This design comes from an exercise in tuning for small area, a short achievable clock period and few clock cycles on the open sky130 flow, not from production work. In this exercise RTL edits were held to simulation tests only and were not proved equivalent to the original.

## old
Design SP_wocg, start of the top module:
module SP_wocg(
	clk,
	rst_n,
	in_valid,
	in_data,
	in_mode,
	out_valid,
	out_data
);
input clk, rst_n, in_valid;
input [2:0] in_mode;
input [8:0] in_data;
output reg out_valid;
output reg [8:0] out_data;
integer k;
function [8:0] qadd;     
	input [8:0] x, y;
	reg [9:0] s, s2;
	begin
		s  = {2'b0, x[7:0]} + {2'b0, y[7:0]};
		s2 = {2'b0, x[7:0]} + {2'b0, y[7:0]} + 10'd258;   
		if (s2[9]) qadd = {~(x[8] ^ y[8]), s2[7:0]};
		else       qadd = {x[8] ^ y[8], s[7:0]};
	end
endfunction
function [8:0] qsub;     
	input [8:0] x, y;
	reg [8:0] d, d2;
	begin
		d  = {1'b0, x[7:0]} - {1'b0, y[7:0]};
		d2 = {1'b0, x[7:0]} - {1'b0, y[7:0]} + 9'd254;
		if (d[8]) qsub = {~(x[8] ^ y[8]), d2[7:0]};
		else      qsub = {x[8] ^ y[8], d[7:0]};
	end
endfunction
function [8:0] maddq;    
	input [8:0] x, y;
	input       n;
	reg [9:0] s, s1;
	begin
		s  = {1'b0, x} + {1'b0, y ^ {9{n}}} + {9'd0, n};    
		s1 = s + (n ? 10'd509 : 10'd3);                     
		maddq = (n ? ~s[9] : s1[9]) ? s1[8:0] : s[8:0];
	end
endfunction
function [8:0] madd;     
	input [8:0] x, y;
	reg [9:0] s, s1;
	begin
		s  = {1'b0, x} + {1'b0, y};
		s1 = {1'b0, x} + {1'b0, y} + 10'd3;      
		madd = s1[9] ? s1[8:0] : s[8:0];
	end
endfunction
reg [4:0] cnt;           
reg [2:0] mode;
wire start = (cnt == 5'd0) && in_valid;
reg [4:0] os;            
always @(*) begin
	case ({mode[2], mode[1]})
		2'b00: os = 5'd6;
		2'b10: os = 5'd9;
		2'b01: os = 5'd9;
		default: os = 5'd15;
	endcase
end
wire last = (cnt == os + 5'd5);
wire [4:0] cnt_n = start ? 5'd1 : (cnt == 5'd0 || last) ? 5'd0 : cnt + 5'd1;
always @(posedge clk or negedge rst_n) begin
	if (!rst_n) cnt <= 5'd0;
	else        cnt <= cnt_n;
end
always @(posedge clk) if (start) mode <= in_mode;
reg ph_nl;       
reg first;       
reg ph_b;        
reg ph_k;        
reg ph_c;        
reg ph_s;        
reg ins;         
reg ph_o;        
always @(posedge clk or negedge rst_n) begin
	if (!rst_n) begin
		ph_nl <= 1'b0; ph_b <= 1'b0; ph_k <= 1'b0;
		ph_c <= 1'b0; ph_s <= 1'b0; ins <= 1'b0;
		ph_o <= 1'b0; first <= 1'b0;
	end else begin
		ph_nl <= start || ((cnt >= 5'd1) && (cnt <= 5'd5));
		first <= start;
		ph_b  <= (cnt >= 5'd1) && (cnt <= 5'd6);
		ph_k  <= mode[1] && (cnt >= 5'd6) && (cnt <= 5'd11);
		ph_c  <= mode[1] && (cnt >= 5'd7) && (cnt <= 5'd12);
  ...
For scale: roughly 2,700 cells after synthesis, ~170 flip-flops, roughly 25 I/O pins, roughly 0.017 mm2 of cells after synthesis.
Settings: LEC_CHECK=0, ABC_AREA=1, ABC_CLOCK_PERIOD_IN_PS=3500, CAP_MARGIN=20, CORE_MARGIN=2, CORE_UTILIZATION=40, CTS_BUF_LIST=sky130_fd_sc_hd__clkbuf_4 sky130_fd_sc_hd__clkbuf_8, SETUP_SLACK_MARGIN=4.0, SLEW_MARGIN=20, SYNTH_MEMORY_MAX_BITS=16384, TNS_END_PERCENT=5; clock period 8.0 ns.
run.sh (not shown) runs the stock make flow with config.mk's settings and CLKGATE_MAP_FILE= SYNTH_SCRIPT=/design/flow/synth_recipe.tcl, a recipe that flattens the netlist after the stock synthesis.
Testbench counts of old, summed over its fixed seeds: cycles 6,421.
Setup changes, old to new
Settings: CTS_BUF_LIST: sky130_fd_sc_hd__clkbuf_4 sky130_fd_sc_hd__clkbuf_8 -> sky130_fd_sc_hd__clkbuf_8.
## What came out
- new did not stop at any stage, and its layout met the timing, design-rule and antenna checks.
- Cell count after placement: new vs old identical
- As far as via total after detailed routing goes, old and new are indistinguishable; the numbers are identical.
- Between old and new, the critical path depth does not differ in any meaningful way.

static timing again, ports no longer ideal:
Ports are ideal in the flow. The routed layouts listed here were re-timed in OpenROAD.
Step 1 assumes that a clkbuf_16 drives the clock port and a buf_2 every other input.
Step 2, shift: input delay + t, output delay - t, t = (earliest + latest rising clock arrival at the registers) / 2. This alone moves slack from input paths to output paths.
Slacks: ideal ports / drivers / drivers and shift; pairs: ideal ports / drivers.
| run | t (ns) | setup WS [ns] | latest minus earliest clock arrival (ns) | slew at the worst register clock pin (ns) | pins driven straight from the clock port |
|---|---|---|---|---|---|
| old | 0.559 | 3.993 / 4.024 / 3.464 | 0.032 / 0.033 | 0.12 / 0.12 | 1 |
| new | 0.559 | 3.993 / 4.024 / 3.464 | 0.032 / 0.033 | 0.12 / 0.12 | 1 |
After both steps setup and hold are still met in every run listed.
